This is an optimization exercise on Yosys and OpenROAD, whose aim is a short achievable clock period and few clock cycles, not a production implementation.
Only simulation tests tie the RTL to the original design; equivalence was not proved.
Power figures rest on the tool's default switching activity, not on a simulated workload.

==> flow/design.v <==
module riscv_core (
    input clk,
    input reset,
    output [31:0] imem_addr,
    input  [31:0] imem_rdata,
    output [31:0] dmem_addr,
    output [31:0] dmem_wdata,
    output [1:0]  dmem_size,
    output        dmem_we,
    input  [31:0] dmem_rdata
);
    reg  [31:0] pc_f;
    reg  [31:0] pc_out;      
    reg        x_valid;
    reg [31:0] x_pc, x_pc4, x_imm;
    reg [31:0] x_c1 [0:3];
    reg [31:0] x_c2 [0:3];
    reg [5:0]  x_s1, x_s2, x_sb;     
    reg [4:0]  x_rd;
    reg [31:1] x_rd_oh;
    reg [2:0]  x_f3;
    reg x_lui, x_auipc, x_jal, x_jalr, x_branch, x_load, x_store, x_bsel, x_hz;
    reg x_add, x_sub, x_sll, x_slt, x_sltu, x_xor, x_srl, x_sra, x_or, x_and;
    reg x_rdwe;
    reg [31:0] last_res, last_wb;
    reg        m_we, m_ldwe, m_wres;
    reg [31:0] m_addr, m_wdata;
    reg [1:0]  m_size;
    reg [4:0]  m_rd;
    reg [31:1] m_rd_oh;
    reg [2:0]  m_f3;
    reg [31:0] rf [1:31];
    reg [31:1] wr;
    assign imem_addr  = pc_out;
    assign dmem_addr  = m_addr;
    assign dmem_wdata = m_wdata;
    assign dmem_size  = m_size;
    assign dmem_we    = m_we;
    wire [31:0] in = imem_rdata;
    wire [4:0]  op = in[6:2];
    wire d_lui    = (op == 5'b01101);
    wire d_auipc  = (op == 5'b00101);
    wire d_jal    = (op == 5'b11011);
    wire d_jalr   = (op == 5'b11001);
    wire d_branch = (op == 5'b11000);
    wire d_load   = (op == 5'b00000);
    wire d_store  = (op == 5'b01000);
    wire d_opimm  = (op == 5'b00100);
    wire d_op     = (op == 5'b01100);
    wire [2:0] f3 = in[14:12];
    wire d_alu    = d_opimm | d_op;
    wire d_sub    = d_op & (f3 == 3'b000) & in[30];
    wire d_add    = (d_alu & (f3 == 3'b000) & ~d_sub) | d_load | d_store;
    wire d_sll    = d_alu & (f3 == 3'b001);
    wire d_slt    = d_alu & (f3 == 3'b010);
    wire d_sltu   = d_alu & (f3 == 3'b011);
    wire d_xor    = d_alu & (f3 == 3'b100);
    wire d_srl    = d_alu & (f3 == 3'b101) & ~in[30];
    wire d_sra    = d_alu & (f3 == 3'b101) & in[30];
    wire d_or     = d_alu & (f3 == 3'b110);
    wire d_and    = d_alu & (f3 == 3'b111);
    wire d_rdwe   = (d_lui | d_auipc | d_jal | d_jalr | d_load | d_opimm | d_op) & (in[11:7] != 5'd0);
    wire d_use1   = d_jalr | d_branch | d_load | d_store | d_opimm | d_op;
    wire d_use2   = d_branch | d_store | d_op;
    wire d_bsel   = ~(d_op | d_branch);
    reg [31:0] d_imm;
    always @(*) begin
        if (d_lui | d_auipc)   d_imm = {in[31:12], 12'b0};
        else if (d_jal)        d_imm = {{12{in[31]}}, in[19:12], in[20], in[30:21], 1'b0};
        else if (d_branch)     d_imm = {{20{in[31]}}, in[7], in[30:25], in[11:8], 1'b0};
        else if (d_store)      d_imm = {{21{in[31]}}, in[30:25], in[11:7]};
        else                   d_imm = {{21{in[31]}}, in[30:20]};
    end
    wire [4:0] rs1 = in[19:15];
    wire [4:0] rs2 = in[24:20];
    wire [7:0] lo1 = 8'd1 << rs1[2:0];
    wire [7:0] lo2 = 8'd1 << rs2[2:0];
    wire [31:0] rfm [0:31];
    assign rfm[0] = 32'd0;
    genvar gi;
    generate
        for (gi = 1; gi < 32; gi = gi + 1) begin : rfmask
            assign rfm[gi] = {32{wr[gi]}} & rf[gi];
        end
    endgenerate
    reg [31:0] c1 [0:3];
    reg [31:0] c2 [0:3];
    integer g, j;
    always @(*) begin
        for (g = 0; g < 4; g = g + 1) begin
            c1[g] = 32'd0;
            c2[g] = 32'd0;
            for (j = 0; j < 8; j = j + 1) begin
                c1[g] = c1[g] | ({32{lo1[j]}} & rfm[8*g+j]);
                c2[g] = c2[g] | ({32{lo2[j]}} & rfm[8*g+j]);
            end
        end
    end
    wire x_wres = x_valid & ~x_hz & x_rdwe & ~x_load;
    wire m_wb   = m_wres | m_ldwe;
    wire f1_res = x_wres & (rs1 == x_rd);
    wire f2_res = x_wres & (rs2 == x_rd);
    wire f1_ld  = m_wb & (rs1 == m_rd);
    wire f2_ld  = m_wb & (rs2 == m_rd);
    wire [3:0] hi1 = 4'd1 << rs1[4:3];
    wire [3:0] hi2 = 4'd1 << rs2[4:3];
    wire [5:0] s1 = ~d_use1 ? 6'd0 : f1_res ? 6'b100000 : f1_ld ? 6'b010000 : {2'b00, hi1};
    wire [5:0] s2 = ~d_use2 ? 6'd0 : f2_res ? 6'b100000 : f2_ld ? 6'b010000 : {2'b00, hi2};
    wire x_lw = x_valid & x_load & x_rdwe;
    wire d_hz = x_lw & ((d_use1 & (rs1 == x_rd)) | (d_use2 & (rs2 == x_rd)));
    wire [31:0] pc_f4 = pc_f + 32'd4;
    wire [31:0] rs1v = ({32{x_s1[5]}} & last_res) | ({32{x_s1[4]}} & last_wb)
                     | ({32{x_s1[3]}} & x_c1[3]) | ({32{x_s1[2]}} & x_c1[2])
                     | ({32{x_s1[1]}} & x_c1[1]) | ({32{x_s1[0]}} & x_c1[0]);
    wire [31:0] rs2v = ({32{x_s2[5]}} & last_res) | ({32{x_s2[4]}} & last_wb)
                     | ({32{x_s2[3]}} & x_c2[3]) | ({32{x_s2[2]}} & x_c2[2])
                     | ({32{x_s2[1]}} & x_c2[1]) | ({32{x_s2[0]}} & x_c2[0]);
    wire [31:0] opb  = ({32{x_sb[5]}} & last_res) | ({32{x_sb[4]}} & last_wb)
                     | ({32{x_sb[3]}} & x_c2[3]) | ({32{x_sb[2]}} & x_c2[2])
                     | ({32{x_sb[1]}} & x_c2[1]) | ({32{x_sb[0]}} & x_c2[0])
                     | ({32{x_bsel}} & x_imm);
    wire [31:0] sum, dif;
    wire        sum_c, dif_c;
    ks_add #(32, 6) add_s (.a(rs1v), .b(opb),  .ci(1'b0), .s(sum), .co(sum_c));
    ks_add #(32, 6) add_d (.a(rs1v), .b(~opb), .ci(1'b1), .s(dif), .co(dif_c));
    wire ltu = ~dif_c;
    wire lt  = (rs1v[31] ^ opb[31]) ? rs1v[31] : ltu;
    wire eq  = (rs1v == opb);
    wire [31:0] sl  = rs1v << opb[4:0];
    wire [31:0] sr  = $signed({x_sra & rs1v[31], rs1v}) >>> opb[4:0];
    wire [31:0] pc_imm = x_pc + x_imm;
    wire [31:0] res =
          ({32{x_add}}  & sum)
        | ({32{x_sub}}  & dif)
        | ({32{x_sll}}  & sl)
        | ({32{x_slt}}  & {31'b0, lt})
        | ({32{x_sltu}} & {31'b0, ltu})
        | ({32{x_xor}}  & (rs1v ^ opb))
        | ({32{x_srl | x_sra}} & sr)
        | ({32{x_or}}   & (rs1v | opb))
        | ({32{x_and}}  & (rs1v & opb))
        | ({32{x_lui}}  & x_imm)
        | ({32{x_auipc}} & pc_imm)
        | ({32{x_jal | x_jalr}} & x_pc4);
    reg  cond;
    always @(*) begin
        case (x_f3)
            3'b000: cond = eq;
            3'b001: cond = ~eq;
            3'b100: cond = lt;
            3'b101: cond = ~lt;
            3'b110: cond = ltu;
            default: cond = ~ltu;
        endcase
    end
    wire x_go = x_valid & ~x_hz;
    wire redirect = x_valid & (x_hz | x_jal | x_jalr | (x_branch & cond));
    wire [31:0] target = x_hz ? x_pc : x_jalr ? {sum[31:1], 1'b0} : pc_imm;
    wire [31:0] pc_next = redirect ? target : pc_f4;
    reg [31:0] ld;
    always @(*) begin
        case (m_f3)
            3'b000: ld = {{24{dmem_rdata[7]}}, dmem_rdata[7:0]};
            3'b001: ld = {{16{dmem_rdata[15]}}, dmem_rdata[15:0]};
            3'b100: ld = {24'b0, dmem_rdata[7:0]};
            3'b101: ld = {16'b0, dmem_rdata[15:0]};
            default: ld = dmem_rdata;
        endcase
    end
    always @(posedge clk or posedge reset) begin
        if (reset) begin
            pc_f    <= 32'd0;
            x_valid <= 1'b0;
            m_we    <= 1'b0;
            m_ldwe  <= 1'b0;
            m_wres  <= 1'b0;
        end else begin
            pc_f    <= pc_next;
            x_valid <= ~redirect;
            m_we    <= x_go & x_store;
            m_ldwe  <= x_go & x_load & x_rdwe;
            m_wres  <= x_wres;
        end
    end
    always @(posedge clk) begin
        if (reset) pc_out <= 32'd0;
        else       pc_out <= pc_next;
    end
    integer q;
    always @(posedge clk) begin
        x_pc     <= pc_f;
        x_pc4    <= pc_f4;
        x_imm    <= d_imm;
        for (q = 0; q < 4; q = q + 1) begin
            x_c1[q] <= c1[q];
            x_c2[q] <= c2[q];
        end
        x_s1     <= s1;
        x_s2     <= s2;
        x_sb     <= d_bsel ? 6'd0 : s2;
        x_rd     <= in[11:7];
        x_rd_oh  <= (32'd1 << in[11:7]) >> 1;
        x_f3     <= f3;
        x_lui  <= d_lui;  x_auipc <= d_auipc; x_jal <= d_jal; x_jalr <= d_jalr;
        x_branch <= d_branch; x_load <= d_load; x_store <= d_store;
        x_bsel <= d_bsel;
        x_hz   <= d_hz;
        x_add <= d_add; x_sub <= d_sub; x_sll <= d_sll; x_slt <= d_slt; x_sltu <= d_sltu;
        x_xor <= d_xor; x_srl <= d_srl; x_sra <= d_sra; x_or <= d_or; x_and <= d_and;
        x_rdwe <= d_rdwe;
        last_res <= res;
        last_wb  <= wbv;
        m_addr  <= sum;
        m_wdata <= rs2v;
        m_size  <= x_store ? x_f3[1:0] : 2'b10;
        m_rd    <= x_rd;
        m_rd_oh <= x_rd_oh;
        m_f3    <= x_f3;
    end
    wire [31:0] wbv = m_ldwe ? ld : last_res;
    wire [31:1] we  = {31{m_wb}} & m_rd_oh;
    integer i;
    always @(posedge clk) begin
        for (i = 1; i < 32; i = i + 1)
            if (we[i]) rf[i] <= wbv;
    end
    always @(posedge clk or posedge reset) begin
        if (reset) wr <= 31'd0;
        else       wr <= wr | we;
    end
endmodule
module ks_add #(parameter W = 32, parameter L = 6) (
    input  [W-1:0] a,
    input  [W-1:0] b,
    input          ci,
    output [W-1:0] s,
    output         co
);
    wire [W:0] g0 = {a & b, ci};
    wire [W:0] p0 = {a ^ b, 1'b0};
    wire [W:0] g [0:L];
    wire [W:0] p [0:L];
    assign g[0] = g0;
    assign p[0] = p0;
    genvar l, j;
    generate
        for (l = 0; l < L; l = l + 1) begin : lvl
            for (j = 0; j <= W; j = j + 1) begin : bit_
                if (j >= (1 << l)) begin : comb
                    assign g[l+1][j] = g[l][j] | (p[l][j] & g[l][j - (1 << l)]);
                    assign p[l+1][j] = p[l][j] & p[l][j - (1 << l)];
                end else begin : pass
                    assign g[l+1][j] = g[l][j];
                    assign p[l+1][j] = p[l][j];
                end
            end
        end
    endgenerate
    assign s  = p0[W:1] ^ g[L][W-1:0];
    assign co = g[L][W];
endmodule
clock: 18.0 ns
lec_check: 0
abc_clock_period_in_ps: 2000
cap_margin: 20
core_margin: 2
core_utilization: 30
place_density: 0.5
slew_margin: 20
standard.sh (not shown) runs the stock make flow with config.mk's settings and CLKGATE_MAP_FILE= SYNTH_SCRIPT=/design/flow/synth_recipe.tcl, a recipe that flattens the netlist after the stock synthesis.
==> flow/flow/run.sh <==
#!/bin/bash
set -euo pipefail
bash standard.sh SETUP_SLACK_MARGIN=13 "BUFFER_PORTS_ARGS=-buffer_cell sky130_fd_sc_hd__buf_4" finish > flow_make.log 2>&1
The starting point produced a clean layout.
Testbench counts at the start, summed over its fixed seeds: cycles 37,241.
Change:
--- a/flow/design.v
+++ b/flow/design.v
@@ -19,14 +19,14 @@
     reg [4:0]  x_rd;
     reg [31:1] x_rd_oh;
     reg [2:0]  x_f3;
     reg x_lui, x_auipc, x_jal, x_jalr, x_branch, x_load, x_store, x_bsel, x_hz;
     reg x_add, x_sub, x_sll, x_slt, x_sltu, x_xor, x_srl, x_sra, x_or, x_and;
     reg x_rdwe;
-    reg [31:0] last_res, last_wb;
-    reg        m_we, m_ldwe, m_wres;
+    reg [31:0] last_res, last_ld;
+    reg        m_we, m_ldwe;
     reg [31:0] m_addr, m_wdata;
     reg [1:0]  m_size;
     reg [4:0]  m_rd;
     reg [31:1] m_rd_oh;
     reg [2:0]  m_f3;
     reg [31:0] rf [1:31];
@@ -94,31 +94,30 @@
                 c1[g] = c1[g] | ({32{lo1[j]}} & rfm[8*g+j]);
                 c2[g] = c2[g] | ({32{lo2[j]}} & rfm[8*g+j]);
             end
         end
     end
     wire x_wres = x_valid & ~x_hz & x_rdwe & ~x_load;
-    wire m_wb   = m_wres | m_ldwe;
     wire f1_res = x_wres & (rs1 == x_rd);
     wire f2_res = x_wres & (rs2 == x_rd);
-    wire f1_ld  = m_wb & (rs1 == m_rd);
-    wire f2_ld  = m_wb & (rs2 == m_rd);
+    wire f1_ld  = m_ldwe & (rs1 == m_rd);
+    wire f2_ld  = m_ldwe & (rs2 == m_rd);
     wire [3:0] hi1 = 4'd1 << rs1[4:3];
     wire [3:0] hi2 = 4'd1 << rs2[4:3];
     wire [5:0] s1 = ~d_use1 ? 6'd0 : f1_res ? 6'b100000 : f1_ld ? 6'b010000 : {2'b00, hi1};
     wire [5:0] s2 = ~d_use2 ? 6'd0 : f2_res ? 6'b100000 : f2_ld ? 6'b010000 : {2'b00, hi2};
     wire x_lw = x_valid & x_load & x_rdwe;
     wire d_hz = x_lw & ((d_use1 & (rs1 == x_rd)) | (d_use2 & (rs2 == x_rd)));
     wire [31:0] pc_f4 = pc_f + 32'd4;
-    wire [31:0] rs1v = ({32{x_s1[5]}} & last_res) | ({32{x_s1[4]}} & last_wb)
+    wire [31:0] rs1v = ({32{x_s1[5]}} & last_res) | ({32{x_s1[4]}} & last_ld)
                      | ({32{x_s1[3]}} & x_c1[3]) | ({32{x_s1[2]}} & x_c1[2])
                      | ({32{x_s1[1]}} & x_c1[1]) | ({32{x_s1[0]}} & x_c1[0]);
-    wire [31:0] rs2v = ({32{x_s2[5]}} & last_res) | ({32{x_s2[4]}} & last_wb)
+    wire [31:0] rs2v = ({32{x_s2[5]}} & last_res) | ({32{x_s2[4]}} & last_ld)
                      | ({32{x_s2[3]}} & x_c2[3]) | ({32{x_s2[2]}} & x_c2[2])
                      | ({32{x_s2[1]}} & x_c2[1]) | ({32{x_s2[0]}} & x_c2[0]);
-    wire [31:0] opb  = ({32{x_sb[5]}} & last_res) | ({32{x_sb[4]}} & last_wb)
+    wire [31:0] opb  = ({32{x_sb[5]}} & last_res) | ({32{x_sb[4]}} & last_ld)
                      | ({32{x_sb[3]}} & x_c2[3]) | ({32{x_sb[2]}} & x_c2[2])
                      | ({32{x_sb[1]}} & x_c2[1]) | ({32{x_sb[0]}} & x_c2[0])
                      | ({32{x_bsel}} & x_imm);
     wire [31:0] sum, dif;
     wire        sum_c, dif_c;
     ks_add #(32, 6) add_s (.a(rs1v), .b(opb),  .ci(1'b0), .s(sum), .co(sum_c));
@@ -170,19 +169,17 @@
     always @(posedge clk or posedge reset) begin
         if (reset) begin
             pc_f    <= 32'd0;
             x_valid <= 1'b0;
             m_we    <= 1'b0;
             m_ldwe  <= 1'b0;
-            m_wres  <= 1'b0;
         end else begin
             pc_f    <= pc_next;
             x_valid <= ~redirect;
             m_we    <= x_go & x_store;
             m_ldwe  <= x_go & x_load & x_rdwe;
-            m_wres  <= x_wres;
         end
     end
     always @(posedge clk) begin
         if (reset) pc_out <= 32'd0;
         else       pc_out <= pc_next;
     end
@@ -206,30 +203,32 @@
         x_bsel <= d_bsel;
         x_hz   <= d_hz;
         x_add <= d_add; x_sub <= d_sub; x_sll <= d_sll; x_slt <= d_slt; x_sltu <= d_sltu;
         x_xor <= d_xor; x_srl <= d_srl; x_sra <= d_sra; x_or <= d_or; x_and <= d_and;
         x_rdwe <= d_rdwe;
         last_res <= res;
-        last_wb  <= wbv;
+        last_ld  <= ld;
         m_addr  <= sum;
         m_wdata <= rs2v;
         m_size  <= x_store ? x_f3[1:0] : 2'b10;
         m_rd    <= x_rd;
         m_rd_oh <= x_rd_oh;
         m_f3    <= x_f3;
     end
-    wire [31:0] wbv = m_ldwe ? ld : last_res;
-    wire [31:1] we  = {31{m_wb}} & m_rd_oh;
+    wire [31:1] we_x = {31{x_wres}} & x_rd_oh;
+    wire [31:1] we_m = {31{m_ldwe}} & m_rd_oh;
     integer i;
     always @(posedge clk) begin
-        for (i = 1; i < 32; i = i + 1)
-            if (we[i]) rf[i] <= wbv;
+        for (i = 1; i < 32; i = i + 1) begin
+            if (we_x[i]) rf[i] <= res;
+            else if (we_m[i]) rf[i] <= ld;
+        end
     end
     always @(posedge clk or posedge reset) begin
         if (reset) wr <= 31'd0;
-        else       wr <= wr | we;
+        else       wr <= wr | we_x | we_m;
     end
 endmodule
 module ks_add #(parameter W = 32, parameter L = 6) (
     input  [W-1:0] a,
     input  [W-1:0] b,
     input          ci,
What happened: Flip-flop and latch count drops by 1; clock-buffer cell count climbs by 24; setup slack gets worse by 160 ps; fmax drops by about 3%; design area climbs by about 15%; first-iteration DRC count climbs by 47%; core utilization climbs by 0.21 points; wire length climbs by 35%; combinational power climbs by about 34%; clock power climbs by 6.1%.
Testbench counts after the change, summed over its fixed seeds: cycles 37,241.

[re-timing with driven ports]
How much do the figures lean on ideal ports? The routed layouts below were timed once more, with nothing changed but the port constraints.
Step 1 sets driving cells, clkbuf_16 on the clock port and buf_2 on the other inputs (assumed; they add their load-dependent delay and slew).
Step 2, shift: input delay + t, output delay - t, t = (earliest + latest rising clock arrival at the registers) / 2. This alone moves slack from input paths to output paths.
a / b / c = ideal ports / drivers / drivers and shift; a / b = the first two.
| run | t, ns | setup slack, ns | worst data-port slew with drivers (ns) |
|---|---|---|---|
| the first run | 0.942 | 12.892 / 12.912 / 12.007 | 0.06 |
| the second run | 0.994 | 12.734 / 12.734 / 11.897 | 0.13 |
After both steps setup and hold are still met in every run listed. For the first run, which loses most, drivers alone change the setup slack by +0.020 ns; drivers and shift together by -0.885 ns.
